Context: an optimization exercise on an open-source flow, tuned for small area. The choices shown serve that exercise and are no tape-out recipe.
No functional check of the RTL was part of any run shown here.
Power figures rest on the tool's default switching activity, not on a simulated workload.

==> flow/design.v, too long to show whole: its modules and the start of the top module <==
// module simple_fifo: 51 lines
// module reg_slice_full: 35 lines
// module axi4_master_decoupler: 259 lines
// module axi4_master_verifier: 303 lines
// module axi4_bw_shaper: 209 lines
// module axi4_bw_shaper_unified: 217 lines
// module mem_iso_reg_file: 153 lines
// module mem_iso_top: 703 lines
module mem_iso_top
#(
    parameter AXI_ID_WIDTH = 5,
    parameter AXI_ADDR_WIDTH = 33,
    parameter AXI_DATA_WIDTH = 128,
    parameter INCLUDE_BW_SHAPER_SEP = 1,
    parameter INCLUDE_BW_SHAPER_UNI = 0,
    parameter OUTSTANDING_WREQ = 8,
    parameter OUTSTANDING_RREQ = 8,
    parameter WTIMEOUT_CYCLES = 15,
    parameter BTIMEOUT_CYCLES = 15,
    parameter RTIMEOUT_CYCLES = 15,
    parameter TOKEN_COUNT_INT_WIDTH = 16,
    parameter TOKEN_COUNT_FRAC_WIDTH = 8,
    parameter SUM_RETIMING_STAGES = 1
)
(
    input wire [AXI_ID_WIDTH-1:0]           axi_s_awid,
    input wire [AXI_ADDR_WIDTH-1:0]         axi_s_awaddr,
    input wire [7:0]                        axi_s_awlen,
    input wire [2:0]                        axi_s_awsize,
    input wire [1:0]                        axi_s_awburst,
    input wire                              axi_s_awvalid,
    output wire                             axi_s_awready,
    input wire [AXI_DATA_WIDTH-1:0]         axi_s_wdata,
    input wire [(AXI_DATA_WIDTH/8)-1:0]     axi_s_wstrb,
    input wire                              axi_s_wlast,
    input wire                              axi_s_wvalid,
    output wire                             axi_s_wready,
    output wire [AXI_ID_WIDTH-1:0]          axi_s_bid,
    output wire [1:0]                       axi_s_bresp,
    output wire                             axi_s_bvalid,
    input wire                              axi_s_bready,
    input wire [AXI_ID_WIDTH-1:0]           axi_s_arid,
  // ...
==> flow/run.sh <==
#!/bin/bash
# synth_recipe.tcl (not shown) runs the flow's synth.tcl, then flattens the netlist and writes it again
# the make line also repeats each setting of config.mk as NAME=value (left out here)
make -C /OpenROAD-flow-scripts/flow DESIGN_CONFIG=/design/flow/config.mk WORK_HOME=/design/flow/orfs CLKGATE_MAP_FILE= SYNTH_SCRIPT=/design/flow/synth_recipe.tcl finish
==> flow/config.mk <==
export PLATFORM = sky130hd
export DESIGN_NAME = mem_iso_top
export DESIGN_NICKNAME = mem_iso_top
export VERILOG_FILES = /design/flow/design.v
export SDC_FILE = /design/flow/constraint.sdc
export NUM_CORES = 4
export LEC_CHECK = 0
export CAP_MARGIN = 20
export CORE_MARGIN = 2
export CORE_UTILIZATION = 40
export SLEW_MARGIN = 20
==> flow/constraint.sdc <==
create_clock -name core_clock -period 5.5 [get_ports {aclk}]
set_input_delay 1.1000 -clock core_clock [delete_from_list [all_inputs] [get_ports {aclk}]]
set_output_delay 1.1000 -clock core_clock [all_outputs]
set_load 0.01 [all_outputs]
==> out/results.txt, run 1 <==
static leakage: 27.7 nW
ClkCell Share: 6.48%
fmax: 189 MHz
share of layout cells above drive strength 1: 16.5%
cell with the most instances after synthesis: edfxtp_1
mux cell area share after synthesis: 9.14%
ys flop type: edfxtp_1
outcome: finished clean
placed insts: 7,358
post-synth top area share: 55.0%
Compound-Gate Fraction of Synth Area: 7.69%
Post-Synth XOR/XNOR Area: 2.73%
Clock Skew: 0.0542 ns
syn_area_per_cell: 13.2 sq um
wire length on met2: 77.7 mm
met1 wire length: 71.9 mm
# Max-Cap Violations: 0
HP Class: reg -> reg
Worst path depth: 24
main combinational cell family by area after synthesis: multiplexers
Area after DPL: 72,000 sq um
Clock Root Buffer: clkbuf_16
met1 usage: 27.8%
max-slew violations: 0
FILL cells: 12.9k
Final Hold Vio Count: 0
Sw Share: 30.9%
H-tree Lvls: 4
Ports: 946
Num Clock Sinks: 1,357
busiest grt layer: met2
estimated wirelength of the detail-placed design: 122 mm
post_cts resized: 8
met3 GRT Util: 6.37%
Final TNS setup: 0 ns
Area contributors post-synth: edfxtp_1 55%, dfxtp_1 8.7%, mux2_2 7.6%
Worst R2R Path Depth: 24
area grow syn2layout: 29.2%
num sequential: 1,357
most frequent cells in the layout: 1,097 x edfxtp_1, 861 x clkdlybuf4s50_1, 403 x mux2_2
Logic pwr share: 28.5%
P_seq: 13.9 mW
==> run 2, diff against run 1 <==
--- a/flow/config.mk
+++ b/flow/config.mk
@@ -5,6 +5,7 @@
 export SDC_FILE = /design/flow/constraint.sdc
 export NUM_CORES = 4
 export LEC_CHECK = 0
+export ABC_AREA = 1
 export CAP_MARGIN = 20
 export CORE_MARGIN = 2
 export CORE_UTILIZATION = 40
==> run 2 against run 1 <==
Fmax grew 4.1%; count of clock-buffer cells in the layout increased by 8; design area is 1.3% higher; synthesized cell count grew 36%; clock power about the same; via count rose by 15%; critical path depth decreased by 9; die area increased by 3.5%; worst setup slack better by 0.21 ns; critical path type is now reg -> out; largest power group unchanged.
==> out/results.txt, run 2 <==
reg2reg start: verifier_inst.reg_awlen[0] (was verifier_inst.reg_awlen[1])
Hold Startpoint: verifier_inst.reg_wdata[33] (was verifier_inst.reg_wdata[36])
IO Port Bufs: 864 (unchanged)
Synth cell types: 72 (was 94)
ys flop type: edfxtp_1 (unchanged)
post-CTS setup buffer count: 0 (was 2)
via total after detailed routing: 45.3k (was 39.4k)
CP max stage cell: clkdlybuf4s50_1 (was edfxtp_1)
initial antenna violation count: 47 (was 27)
total gr overflow: 0 (unchanged)
DR WL/cell: 19.1 microns (was 21.7 microns)
DRC violations left: 0 (unchanged)
Starting Density: 40.3% (was 40.2%)
Buffers & Inverters on Critical Path: 1 (unchanged)
area grow syn2layout: 26.4% (was 29.2%)
FF+latch count, synth: 1,357 (unchanged)
Biggest register: w_reg_slice.reg_data (unchanged)
worst-margin pin slew: 1.05 ns (was 1.13 ns)
Synthesis Warnings: 17 (unchanged)
period utilization: 92.3% (was 96.1%)
Die X: 398 microns (was 391 microns)
Rows: 144 (was 142)
later-pin clock latency in the skew report: 0.81 ns (was 0.80 ns)
Total GRT Usage: 22.0% (was 21.1%)
fmax: 197 MHz (was 189 MHz)
Post-synth ARST share: 0% (unchanged)
Antenna Nets Post-Route: 0 (unchanged)
Clock Root Buffer: clkbuf_16 (unchanged)
Worst EP arrival: 3.98 ns (was 5.95 ns)
mapped cell area: 62,000 sq um (was 59,900 sq um)
share of layout cells above drive strength 1: 6.35% (was 16.5%)
Critical Path Source Type: register (unchanged)
# setup viols final: 0 (unchanged)
static leakage: 31.7 nW (was 27.7 nW)
RSZ-0062 raised after global routing: no
max-slew violations: 0 (unchanged)
Cell Pwr Density: 441 nW/um^2 (was 434 nW/um^2)
outcome: finished clean (unchanged)
first-pass GRT wire length: 265 mm (was 244 mm)
nets: 7,853 (was 6,332)
most common cell after layout, fill and taps aside: nand2_1 (was edfxtp_1)
final wirelength: 178 mm (was 166 mm)
number of flops mapped to enable cells by yosys: 1,097 (unchanged)
post-synth top area share: 53.1% (was 55.0%)
Post-Syn Instances: 6,166 (was 4,525)
H-tree Lvls: 4 (unchanged)
Worst R2R Path Depth: 24 (unchanged)
# hold bufs at CTS: 0 (unchanged)
crit-path cells: nand3_1 > nor2_1 > nand4_1 > xor2_1 > ha_1 > a21oi_1 > o21ai_0 > a21oi_1 > nand2_1 > nand2_1 > nand3_1 > nand2_2 > nand2_1 > nor2_1 > clkdlybuf4s50_1 (was ha_2 > nand3_2 > nor2_4 > xor2_2 > ha_1 > a21o_1 > a21o_1 > a221o_1 > a2bb2oi_2 > o21ba_2 > nor2b_4 > and2_4 > clkinvlp_4 > ha_1 > nor2b_1 > o31a_1 > o21a_1 > o21ai_2 > a31oi_2 > a21o_1 > a21o_1 > a2111oi_4 > xnor2_1 > a31oi_1)
reg-to-reg setup timing slack: 0.52 ns (was 0.21 ns)
Clock Skew: 0.0507 ns (was 0.0542 ns)
Worst-path clk slew: 0.06 ns (about the same)
cell with the most instances after synthesis: nand2_1 (was edfxtp_1)
post_cts resized: 0 (was 8)
Max-slew headroom: 29.2% (was 24.5%)
Largest regs: w_reg_slice.reg_data: 290 flops, r_reg_slice.reg_data: 272 flops, verifier_inst.reg_wdata: 128 flops (unchanged)
Ports: 946 (unchanged)
CP Class: reg -> out (was reg -> reg)
GP Congestion: 0.898 (was 0.865)
kind of end point of the critical path: primary output (was register)
Top Family by Delay on Critical Path: simple AND/OR/NAND/NOR gates (was compound AO/OA/AOI/OAI gates)
HP Class: reg -> reg (unchanged)
Area contributors post-synth: edfxtp_1 53%, nand2_1 12%, dfxtp_1 8.4% (was edfxtp_1 55%, dfxtp_1 8.7%, mux2_2 7.6%)
# Max-Cap Violations: 0 (unchanged)
most frequent cells in the layout: 1,961 x nand2_1, 1,097 x edfxtp_1, 862 x clkdlybuf4s50_1 (was 1,097 x edfxtp_1, 861 x clkdlybuf4s50_1, 403 x mux2_2)
sequential area share after synthesis: 61.5% (was 63.6%)
vias in the first global route: 44.3k (was 38.9k)
CTS tree: built (unchanged)
total CTS buffers: 148 (was 149)
Num Clock Sinks: 1,357 (unchanged)
chip height: 398 microns (was 391 microns)
pre-CTS setup slack: -0.130 ns (was -0.502 ns)
Iter 0 DRT Violations: 3,130 (was 2,594)
syn_area_per_cell: 10.1 sq um (was 13.2 sq um)
hold path depth: 0 (unchanged)
worst hold endpoint: w_reg_slice.reg_data[0][50] (was w_reg_slice.reg_data[0][53])
max reg flops: 290 (unchanged)
min Tclk post-route: 5.08 ns (was 5.29 ns)
estimated wirelength of the detail-placed design: 132 mm (was 122 mm)
post-synth top area cell: edfxtp_1 (unchanged)
maximum fanout along the worst path: 9 (was 4)
Peak supply drop: 288 uV (was 329 uV)
max incr delay on CP: 0.64 ns (was 0.48 ns)
Worst Path Required: 4.40 ns (was 6.16 ns)
Core ar.: 154,000 sq um (was 149,000 sq um)
Final Hold Vio Count: 0 (unchanged)
deepest clock path buffer count: 3 (unchanged)
DR pass1 iterations: 8 (was 6)
most frequent cells after synthesis: 1,961 x nand2_1, 1,097 x edfxtp_1, 643 x inv_1, 428 x nor2_1, 287 x a21oi_1 (was 1,097 x edfxtp_1, 403 x mux2_2, 352 x nand2_1, 277 x a21oi_1, 260 x dfxtp_1)
cell mode on critical path: nand2_1 (was a21o_1)
die area: 158,000 sq um (was 153,000 sq um)
Power Total: 34.6 mW (was 33.6 mW)
vias per cell: 4.87 (was 5.15)
largest net degree at the start of global routing: 137 (was 145)
worst setup margin: 0.423 ns (was 0.214 ns)
-- run 2: cell count changes after synthesis, sizes merged, moves of 58 or more --
cell / delta
o21ai: +132
mux2: -403
inv: +402
nand2: +1628
nor2: +186
xnor2: -58
nand3: +90
-- run 2: through the flow --
step	instance area [sq um]	TNS [ns]	instances	util, %	hold slack (ns)
6_report	78500	0	9296	50.9	0.411
4_1_cts	78400	0	9271	50.9	0.413
2_1_floorplan	62200	-66.98	6190	-	0.400
3_5_place_dp	73300	-0.130	8997	47.6	0.405
3_3_place_gp	73300	0	8997	47.6	0.400
5_1_grt	78400	0	9292	50.9	0.417
-- run 2: how the worst max path moves through the flow --
| stage | cells past startpoint | start | endpoint | slack (ns) |
|---|---|---|---|---|
| finish | 15 | verifier_inst.reg_awlen[0] | axi_s_awready | 0.42 |
| detailed placement | 27 | axi_s_awlen[2] | verifier_inst.reg_awuser | -0.13 |
| floorplan | 4 | axi_m_rvalid | r_reg_slice.reg_data[1][0] | -0.49 |
| global placement | 27 | axi_s_awlen[2] | verifier_inst.reg_awuser | 0.03 |
| CTS | 15 | verifier_inst.reg_arlen[0] | axi_s_arready | 0.22 |
| global route | 15 | verifier_inst.reg_awlen[0] | axi_s_awready | 0.04 |
-- run 2: layout make-up --
type / count / area [sq um]
clock buffer: 193 / 4010
timing repair buffer: 949 / 9410
sequential: 1357 / 38200
inverter: 666 / 2520
multi-input combinational: 3981 / 20700
clock inverter: 81 / 1050
antenna: 25 / 62.6
fill: 13937 / 75600
tap: 2044 / 2560
-- run 2: worst register-to-register path, stage by stage (launching register included) --
cell and delay, ns:
edfxtp_1 0.46, nand3_1 0.16, nor2_1 0.16, nand4_1 0.11
xor2_1 0.24, ha_1 0.31, a21oi_1 0.15, o21ai_0 0.13
a21oi_1 0.19, nand2_1 0.07, nand2_1 0.08, nand2_1 0.12
nor2_2 0.23, inv_1 0.22, ha_1 0.41, nand2_1 0.06
o21ai_0 0.42, nand3_1 0.15, o2111ai_1 0.18, nand2_1 0.21
nand3_2 0.13, nand3b_2 0.10, nand2_4 0.25, buf_12 0.24
a21oi_1 0.10
-- run 2: logic make-up (layout without fill, tap and decap cells) --
logic type      after synthesis  count (layout)  synth area share [%]
other cells                   2              51                0.0121
simple gates               2766            2766                  18.1
compound gates              786             786                  7.61
xor+xnor                    156             156                  2.20
fa+ha+maj                   247             247                  5.13
flops                      1357            1357                  61.5
buf+inv                     852            1889                  5.44
-- run 2: where the power goes --
group          switching [mW]  leakage, nW  total, mW  internal (mW)
sequential              0.782         12.2       14.2           13.5
clock                    4.30         2.41       10.1           5.84
combinational            6.50         17.1       10.2           3.72
-- run 2: routing by layer --
layer	part of all wire [%]	up-vias	global-route usage, %
met2	47	1325	36.2
met3	6.8	289	4.89
met5	0.068	-	0
li1	-	22475	-
met4	3.3	18	8.46
met1	42	21203	28.2
==> run 3, diff against run 2 <==
==> flow/flow/run.sh (new file) <==
#!/bin/bash
set -euo pipefail
export BUFFER_PORTS_ARGS="-buffer_cell sky130_fd_sc_hd__buf_1"
export CTS_ARGS="-sink_clustering_enable -repair_clock_nets -dont_use_dummy_load"
bash standard.sh > standard.log 2>&1
==> flow/standard.sh (new file) <==
#!/bin/bash
# synth_recipe.tcl (not shown) runs the flow's synth.tcl, then flattens the netlist and writes it again
# the make line also repeats each setting of config.mk as NAME=value (left out here)
make -C /OpenROAD-flow-scripts/flow DESIGN_CONFIG=/design/flow/config.mk WORK_HOME=/design/flow/orfs CLKGATE_MAP_FILE= SYNTH_SCRIPT=/design/flow/synth_recipe.tcl "${@:-finish}"
--- a/flow/config.mk
+++ b/flow/config.mk
@@ -5,7 +5,6 @@
 export SDC_FILE = /design/flow/constraint.sdc
 export NUM_CORES = 4
 export LEC_CHECK = 0
-export ABC_AREA = 1
 export CAP_MARGIN = 20
 export CORE_MARGIN = 2
 export CORE_UTILIZATION = 40
removed: flow/run.sh
==> run 3 against run 2 <==
Still clean; routed wire length is 12% lower; non-clock buffer count is 37 higher; synthesized cell count is 27% lower; critical path depth is 7 higher; hold slack worse by 0.028 ns; sequential share of layout area is 5.9 points higher; utilization is 4.1 points lower; clock skew is 0.064 ns higher; design area is 11% lower; fmax is 3.7% lower; sequential power hardly changed; count of clock-buffer cells in the layout is 43 lower; critical path type is now reg -> reg.
==> out/results.txt, run 3 <==
min Tclk post-route: 5.27 ns (was 5.08 ns)
worst-margin pin slew: 1.11 ns (was 1.05 ns)
ys flop type: edfxtp_1 (unchanged)
max-slew violations: 0 (unchanged)
most common cell after layout, fill and taps aside: edfxtp_1 (was nand2_1)
storage element area: 38,200 sq um (unchanged)
Biggest register: w_reg_slice.reg_data (unchanged)
GP Congestion: 0.910 (was 0.898)
area grow syn2layout: 16.7% (was 26.4%)
Num Clock Sinks: 1,357 (unchanged)
Cell Pwr Density: 437 nW/um^2 (was 441 nW/um^2)
DR pass1 iterations: 5 (was 8)
# setup viols final: 0 (unchanged)
max incr delay on CP: 0.42 ns (was 0.64 ns)
estimated wirelength of the detail-placed design: 115 mm (was 132 mm)
fmax: 190 MHz (was 197 MHz)
Final Hold Vio Count: 0 (unchanged)
Peak supply drop: 358 uV (was 288 uV)
first-pass GRT wire length: 231 mm (was 265 mm)
worst setup margin: 0.228 ns (was 0.423 ns)
main combinational cell family by area after synthesis: multiplexers (was simple AND/OR/NAND/NOR gates)
Worst Path Required: 6.10 ns (was 4.40 ns)
Post-Synth Adder-Cell Area: 5.31% (was 5.13%)
Worst-path clk slew: 0.06 ns (about the same)
Max-slew headroom: 26.0% (was 29.2%)
maximum fanout along the worst path: 8 (was 9)
crit-path cells: and3_1 > nand3_1 > or2_2 > xnor2_2 > ha_1 > a211o_1 > a31o_2 > a21oi_1 > and3_1 > ha_1 > inv_1 > fa_1 > a211o_1 > o211ai_1 > a21oi_1 > o21a_1 > o21ai_1 > or3b_4 > o211a_1 > nor2_4 > clkbuf_4 > a21oi_1 (was nand3_1 > nor2_1 > nand4_1 > xor2_1 > ha_1 > a21oi_1 > o21ai_0 > a21oi_1 > nand2_1 > nand2_1 > nand3_1 > nand2_2 > nand2_1 > nor2_1 > clkdlybuf4s50_1)
# Max-Cap Violations: 0 (unchanged)
number of flops mapped to enable cells by yosys: 1,097 (unchanged)
outcome: finished clean (unchanged)
H-tree Lvls: 4 (unchanged)
Synth cell types: 94 (was 72)
max reg flops: 290 (unchanged)
later-pin clock latency in the skew report: 0.82 ns (was 0.81 ns)
Iter 0 DRT Violations: 2,538 (was 3,130)
Worst EP arrival: 5.87 ns (was 3.98 ns)
Post-Syn Instances: 4,525 (was 6,166)
Core ar.: 149,000 sq um (was 154,000 sq um)
Post-Synth XOR/XNOR Area: 2.73% (was 2.20%)
chip height: 391 microns (was 398 microns)
Final TNS setup: 0 ns (unchanged)
via total after detailed routing: 38.7k (was 45.3k)
vias in the first global route: 38.0k (was 44.3k)
Critical Path Source Type: register (unchanged)
Clock Root Buffer: clkbuf_16 (unchanged)
Post-synth ARST share: 0% (unchanged)
total gr overflow: 0 (unchanged)
initial antenna violation count: 32 (was 47)
DR WL/cell: 20.9 microns (was 19.1 microns)
Multi-input gate area: 20,300 sq um (was 20,700 sq um)
syn_area_per_cell: 13.2 sq um (was 10.1 sq um)
cell with the most instances after synthesis: edfxtp_1 (was nand2_1)
sequential area share after synthesis: 63.6% (was 61.5%)
die area: 153,000 sq um (was 158,000 sq um)
CTS tree: built (unchanged)
Die X: 391 microns (was 398 microns)
total CTS buffers: 150 (was 148)
kind of end point of the critical path: register (was primary output)
final wirelength: 156 mm (was 178 mm)
FILL cells: 13.5k (was 13.9k)
Largest regs: w_reg_slice.reg_data: 290 flops, r_reg_slice.reg_data: 272 flops, verifier_inst.reg_wdata: 128 flops (unchanged)
most frequent cells after synthesis: 1,097 x edfxtp_1, 403 x mux2_2, 352 x nand2_1, 277 x a21oi_1, 260 x dfxtp_1 (was 1,961 x nand2_1, 1,097 x edfxtp_1, 643 x inv_1, 428 x nor2_1, 287 x a21oi_1)
Total GRT Usage: 19.8% (was 22.0%)
post-synth top area cell: edfxtp_1 (unchanged)
IO Port Bufs: 864 (unchanged)
mux cell area share after synthesis: 9.14% (was 0%)
Buffers & Inverters on Critical Path: 2 (was 1)
Clock Skew: 0.115 ns (was 0.0507 ns)
pre-CTS setup slack: -0.134 ns (was -0.130 ns)
Rows: 142 (was 144)
largest net degree at the start of global routing: 143 (was 137)
Area contributors post-synth: edfxtp_1 55%, dfxtp_1 8.7%, mux2_2 7.6% (was edfxtp_1 53%, nand2_1 12%, dfxtp_1 8.4%)
CP Class: reg -> reg (was reg -> out)
mapped cell area: 59,900 sq um (was 62,000 sq um)
period utilization: 95.8% (was 92.3%)
static leakage: 24.4 nW (was 31.7 nW)
Top Family by Delay on Critical Path: compound AO/OA/AOI/OAI gates (was simple AND/OR/NAND/NOR gates)
Min Hold Slack: 0.383 ns (was 0.411 ns)
most frequent cells in the layout: 1,097 x edfxtp_1, 863 x buf_1, 403 x mux2_2 (was 1,961 x nand2_1, 1,097 x edfxtp_1, 862 x clkdlybuf4s50_1)
FF+latch count, synth: 1,357 (unchanged)
vias per cell: 5.20 (was 4.87)
cell mode on critical path: a21oi_1 (was nand2_1)
Compound-Gate Fraction of Synth Area: 7.69% (was 7.61%)
Synthesis Warnings: 17 (unchanged)
nets: 6,246 (was 7,853)
Simple-Gate Fraction of Synth Area: 8.43% (was 18.1%)
HP Class: reg -> reg (unchanged)
Starting Density: 40.2% (was 40.3%)
share of layout cells above drive strength 1: 13.8% (was 6.35%)
Ports: 946 (unchanged)
post-synth top area share: 55.0% (was 53.1%)
CP max stage cell: fa_1 (was clkdlybuf4s50_1)
Antenna Nets Post-Route: 0 (unchanged)
deepest clock path buffer count: 3 (unchanged)
DRC violations left: 0 (unchanged)
[run 3: changes by cell type after synthesis, moves of 84 or more]
cell,change
nand2_1,-1609
mux2_2,+403
inv_1,-388
nor2_1,-179
o21ai_0,-121
nand3_1,-84
[run 3: metal layers]
metal / track usage (%) / part of all wire (%)
met5: 0 / 0.14
met4: 5.19 / 2.2
met3: 6.67 / 8.6
met2: 32.0 / 47
met1: 25.3 / 42
[run 3: worst paths after layout]
| check | endpoint | startpoint | slack [ns] | cells after the start |
|---|---|---|---|---|
| worst min register to register | w_reg_slice.reg_data[0][124] | verifier_inst.reg_wdata[107] | 0.38 | 0 |
| worst max register to register | register | verifier_inst.reg_arlen[1] | 0.23 | 22 |
| worst max-delay path | register | verifier_inst.reg_arlen[1] | 0.23 | 22 |
| worst min-delay path | w_reg_slice.reg_data[0][124] | verifier_inst.reg_wdata[107] | 0.38 | 0 |
[run 3: logic make-up after synthesis]
group	Yosys count
AOI/OAI and AO/OA	750
xor gates and xnor gates	186
adders and majority gates	247
buffers and inverters	449
DFF	1357
muxes	472
other	2
and+or+nand+nor	1062
[run 3: where the power goes]
part           leakage [nW]  internal, mW  switching [mW]  total, mW
Combinational          10.3          3.13            5.09       8.22
Sequential             12.2          13.2           0.730       13.9
Clock                  1.85          4.75            3.71       8.46
Total                  24.4          21.1            9.53       30.6
[run 3: layout make-up]
class	count	share of cell area (%)
antenna	10	0.0358
sequential	1357	54.6
multi-input combinational	2743	29.0
clock buffer	150	5.37
timing repair buffer	986	6.20
inverter	258	1.40
tap	1944	3.48
[run 3: worst reg2reg max path, delay by kind of cell, from the launching register on]
kind / cells / cell delay, ns
AO/OA/AOI/OAI: 10 / 2.02
AND/OR/NAND/NOR: 6 / 1.40
adder cells (fa/ha/maj): 3 / 0.90
flip-flops: 1 / 0.41
buffers and inverters: 2 / 0.29
XOR/XNOR: 1 / 0.15
[run 3: per-stage QoR]
step	instances	util, %	power (mW)	area (sq um)
after detailed placement	7284	44.2	22.2	66000
after floorplan	4549	-	19.4	60100
after CTS	7434	46.7	30.7	69800
after global placement	7283	44.2	22.0	66000
final	7448	46.9	30.6	69900
after global routing	7441	46.9	32.3	69900
[run 3: what timing repair did]
item | in CTS | in global routing
pin swaps | 0 | 3
setup buffers | 0 | 3
resized for setup | 1 | 31
setup endpoints to repair | 2 | 47
hold buffers | 0 | 0
gates cloned | 0 | 1
==> run 4, diff against run 3 <==
==> flow/flow/run.sh (replaced) <==
#!/bin/bash
set -euo pipefail
export BUFFER_PORTS_ARGS="-buffer_cell sky130_fd_sc_hd__buf_1"
export CTS_ARGS="-sink_clustering_enable -repair_clock_nets -dont_use_dummy_load -buf_list sky130_fd_sc_hd__clkbuf_4"
bash standard.sh > standard.log 2>&1
==> run 4 against run 3 <==
Hold slack worse by 0.20 ns; combinational power is 2.8% higher; highest routed layer unchanged; global-route usage is 0.56 points higher; critical path depth is 1 lower; area after synthesis stayed put; sequential power hardly changed; non-clock buffer count is 296 higher; clock power is 21% lower; via count is 6.0% higher.
==> out/results.txt, run 4 <==
Synthesis Warnings: 17 (unchanged)
Die X: 391 microns (unchanged)
die area: 153,000 sq um (unchanged)
Worst Path Required: 6.49 ns (was 6.10 ns)
Iter 0 DRT Violations: 2,652 (was 2,538)
DR pass1 iterations: 5 (unchanged)
DR WL/cell: 20.1 microns (was 20.9 microns)
FF+latch count, synth: 1,357 (unchanged)
Post-Syn Instances: 4,525 (unchanged)
vias in the first global route: 41.6k (was 38.0k)
fmax: 191 MHz (was 190 MHz)
Peak supply drop: 261 uV (was 358 uV)
Total GRT Usage: 20.3% (was 19.8%)
largest net degree at the start of global routing: 143 (unchanged)
Area contributors post-synth: edfxtp_1 55%, dfxtp_1 8.7%, mux2_2 7.6% (unchanged)
most common cell after layout, fill and taps aside: edfxtp_1 (unchanged)
Power Total: 29.1 mW (was 30.6 mW)
chip height: 391 microns (unchanged)
post-synth top area share: 55.0% (unchanged)
estimated wirelength of the detail-placed design: 115 mm (unchanged)
Final TNS setup: 0 ns (unchanged)
Layout Utilization: 48.2% (was 46.9%)
static leakage: 25.5 nW (was 24.4 nW)
busiest grt layer: met2 (unchanged)
# setup viols final: 0 (unchanged)
H-tree Lvls: 5 (was 4)
vias per cell: 5.15 (was 5.20)
first-pass GRT wire length: 240 mm (was 231 mm)
met2 usage: 33.1% (was 32.0%)
worst setup margin: 0.261 ns (was 0.228 ns)
CTS tree: built (unchanged)
Max-slew headroom: 30.1% (was 26.0%)
Clock Skew: 0.204 ns (was 0.115 ns)
Core ar.: 149,000 sq um (unchanged)
via total after detailed routing: 41.0k (was 38.7k)
post-synth top area cell: edfxtp_1 (unchanged)
HP Class: in -> reg (was reg -> reg)
Ports: 946 (unchanged)
later-pin clock latency in the skew report: 1.31 ns (was 0.82 ns)
Starting Density: 40.2% (unchanged)
worst hold endpoint: verifier_inst.reg_araddr[4] (was w_reg_slice.reg_data[0][124])
Sw Share: 32.8% (was 31.2%)
Logic pwr share: 29.1% (was 26.9%)
Clock Root Buffer: clkbuf_4 (was clkbuf_16)
P_sw: 9.53 mW (about the same)
pre-CTS setup slack: -0.134 ns (unchanged)
reg-to-reg setup timing slack: 0.26 ns (was 0.23 ns)
Worst R2R Path Depth: 21 (was 22)
GP Congestion: 0.910 (unchanged)
P_int: 19.5 mW (was 21.1 mW)
kind of end point of the critical path: register (unchanged)
Worst-path clk slew: 0.06 ns (about the same)
Critical Path Source Type: register (unchanged)
mapped cell area: 59,900 sq um (unchanged)
sequential area share after synthesis: 63.6% (unchanged)
most frequent cells in the layout: 1,097 x edfxtp_1, 861 x buf_1, 403 x mux2_2 (was 1,097 x edfxtp_1, 863 x buf_1, 403 x mux2_2)
Clk pwr share: 23.0% (was 27.7%)
Num Clock Sinks: 1,357 (unchanged)
share of layout cells above drive strength 1: 16.4% (was 13.8%)
Rows: 142 (unchanged)
initial antenna violation count: 26 (was 32)
outcome: finished clean (unchanged)
max-slew violations: 0 (unchanged)
DRC violations left: 0 (unchanged)
max reg flops: 290 (unchanged)
Hold Startpoint: axi_s_araddr[4] (was verifier_inst.reg_wdata[107])
Synth cell types: 94 (unchanged)
final wirelength: 160 mm (was 156 mm)
maximum fanout along the worst path: 6 (was 8)
deepest clock path buffer count: 4 (was 3)
hold path depth: 1 (was 0)
area grow syn2layout: 20.1% (was 16.7%)
total gr overflow: 0 (unchanged)
Biggest register: w_reg_slice.reg_data (unchanged)
cell with the most instances after synthesis: edfxtp_1 (unchanged)
IO Port Bufs: 864 (unchanged)
total CTS buffers: 373 (was 150)
reg2reg start: verifier_inst.reg_arlen[1] (unchanged)
met3 GRT Util: 6.61% (was 6.67%)
syn_area_per_cell: 13.2 sq um (unchanged)
period utilization: 95.3% (was 95.8%)
min Tclk post-route: 5.24 ns (was 5.27 ns)
Min Hold Slack: 0.180 ns (was 0.383 ns)
number of flops mapped to enable cells by yosys: 1,097 (unchanged)
nets: 6,765 (was 6,246)
Cell Pwr Density: 404 nW/um^2 (was 437 nW/um^2)
Post-synth ARST share: 0% (unchanged)
# Max-Cap Violations: 0 (unchanged)
most frequent cells after synthesis: 1,097 x edfxtp_1, 403 x mux2_2, 352 x nand2_1, 277 x a21oi_1, 260 x dfxtp_1 (unchanged)
Worst EP arrival: 6.23 ns (was 5.87 ns)
CP Class: reg -> reg (unchanged)
met1 usage: 25.6% (was 25.3%)
Largest regs: w_reg_slice.reg_data: 290 flops, r_reg_slice.reg_data: 272 flops, verifier_inst.reg_wdata: 128 flops (unchanged)
worst-margin pin slew: 1.05 ns (was 1.11 ns)
Antenna Nets Post-Route: 0 (unchanged)
ys flop type: edfxtp_1 (unchanged)
Reg power frac: 47.9% (was 45.5%)
Final Hold Vio Count: 0 (unchanged)
[run 4: timing repair]
item,CTS,global route
buffers inserted,0,3
hold buffers,296,0
gates resized for setup,5,34
pin swaps,0,3
hold endpoints to repair,296,0
gates cloned,0,1
setup endpoints to repair,9,49
[run 4: cells by family after synthesis]
family	synth area share, %
xor gates and xnor gates	2.73
other	0.0125
DFF	63.6
muxes	9.14
buffers and inverters	3.05
adders and majority gates	5.31
and+or+nand+nor	8.43
AOI/OAI and AO/OA	7.69
[run 4: final cells by class]
cell class,instances,area (sq um)
fillers,13412,77300
flip-flops and latches,1357,38200
clock buffers,373,2800
repair buffers,1282,7310
well taps,1944,2430
diodes,16,40.0
multi-input cells,2743,20300
inverters,258,976
[run 4: worst max-delay path, cell delays in order, from the launching register on]
cell	delay (ns)
edfxtp_1	0.41
and3_1	0.17
nand3_1	0.11
or2_2	0.34
xnor2_2	0.15
ha_1	0.31
a211o_1	0.30
a31o_2	0.24
a21oi_1	0.18
and2_2	0.23
nand2_1	0.12
ha_1	0.28
nor2b_1	0.14
o2111ai_1	0.16
nand3_1	0.15
or4_1	0.49
a31o_2	0.29
a21oi_4	0.18
mux2_2	0.35
a31oi_1	0.21
xor2_1	0.16
a31oi_1	0.09
[run 4: worst max-delay path by stage]
stage	cells past startpoint	startpoint	end	slack, ns
2_1_floorplan	26	verifier_inst.reg_awlen[0]	register	0.04
3_3_place_gp	21	axi_s_arlen[0]	verifier_inst.reg_aruser	-0.05
3_5_place_dp	21	axi_s_arlen[3]	verifier_inst.reg_aruser	-0.13
4_1_cts	11	verifier_inst.reg_arlen[1]	axi_s_arready	-0.01
5_1_grt	22	verifier_inst.reg_arlen[1]	register	-0.03
6_report	21	verifier_inst.reg_arlen[1]	register	0.26
[run 4: power groups by stage]
stage | Combinational, mW | Clock (mW) | Sequential [mW]
global placement | 7.97 | 0 | 14.0
finish | 8.45 | 6.69 | 13.9
floorplan | 5.46 | 0 | 13.9
detailed placement | 8.07 | 0 | 14.1
global route | 9.33 | 7.46 | 14.1
CTS | 8.32 | 6.98 | 13.9
[run 4: stage by stage]
stage	area, sq um	cells
after floorplan	60100	4549
after global placement	66000	7283
after detailed placement	66000	7284
after CTS	71800	7953
after global routing	72000	7965
final	72000	7973
[run 4: metal layers]
layer	share of wire [%]	routed length, microns	vias up
li1	-	-	19693
met1	42	67400	19773
met2	48	76000	1285
met3	8.2	13100	255
met4	2.0	3260	20
met5	0.081	130	-

## what the ideal ports hide
How much do the figures lean on ideal ports? The routed layouts below were timed once more, with nothing changed but the port constraints. Step 1 sets driving cells, clkbuf_16 on the clock port and buf_2 on the other inputs (assumed; they add their load-dependent delay and slew). Step 2 moves the port delays by t, midway between the first and last clock arrival at a register: inputs arrive t later, outputs are due t later. That takes back most of the time a late clock gives input paths. Three values: ideal ports, drivers, drivers and shift; two values: the first two.
| run | shift t [ns] | slack for setup (ns) | worst setup path after step 2 | worst register clock-pin slew, ns | worst slew at a driven data input, ns |
|---|---|---|---|---|---|
| run 1 | 0.855 | 0.214 / 0.214 / -0.501 | input to register | 0.07 / 0.07 | 0.23 |
| run 2 | 0.868 | 0.423 / 0.340 / -0.161 | input to register | 0.06 / 0.06 | 0.20 |
| run 3 | 0.843 | 0.228 / 0.228 / -0.242 | input to register | 0.06 / 0.06 | 0.24 |
| run 4 | 1.273 | 0.261 / 0.261 / -0.241 | input to register | 0.07 / 0.07 | 0.23 |
Met with ideal ports but missed after step 2: setup timing in every run listed. The setup slack of run 1, which loses most, moves by 0.000 ns with the drivers and by -0.715 ns with both steps.
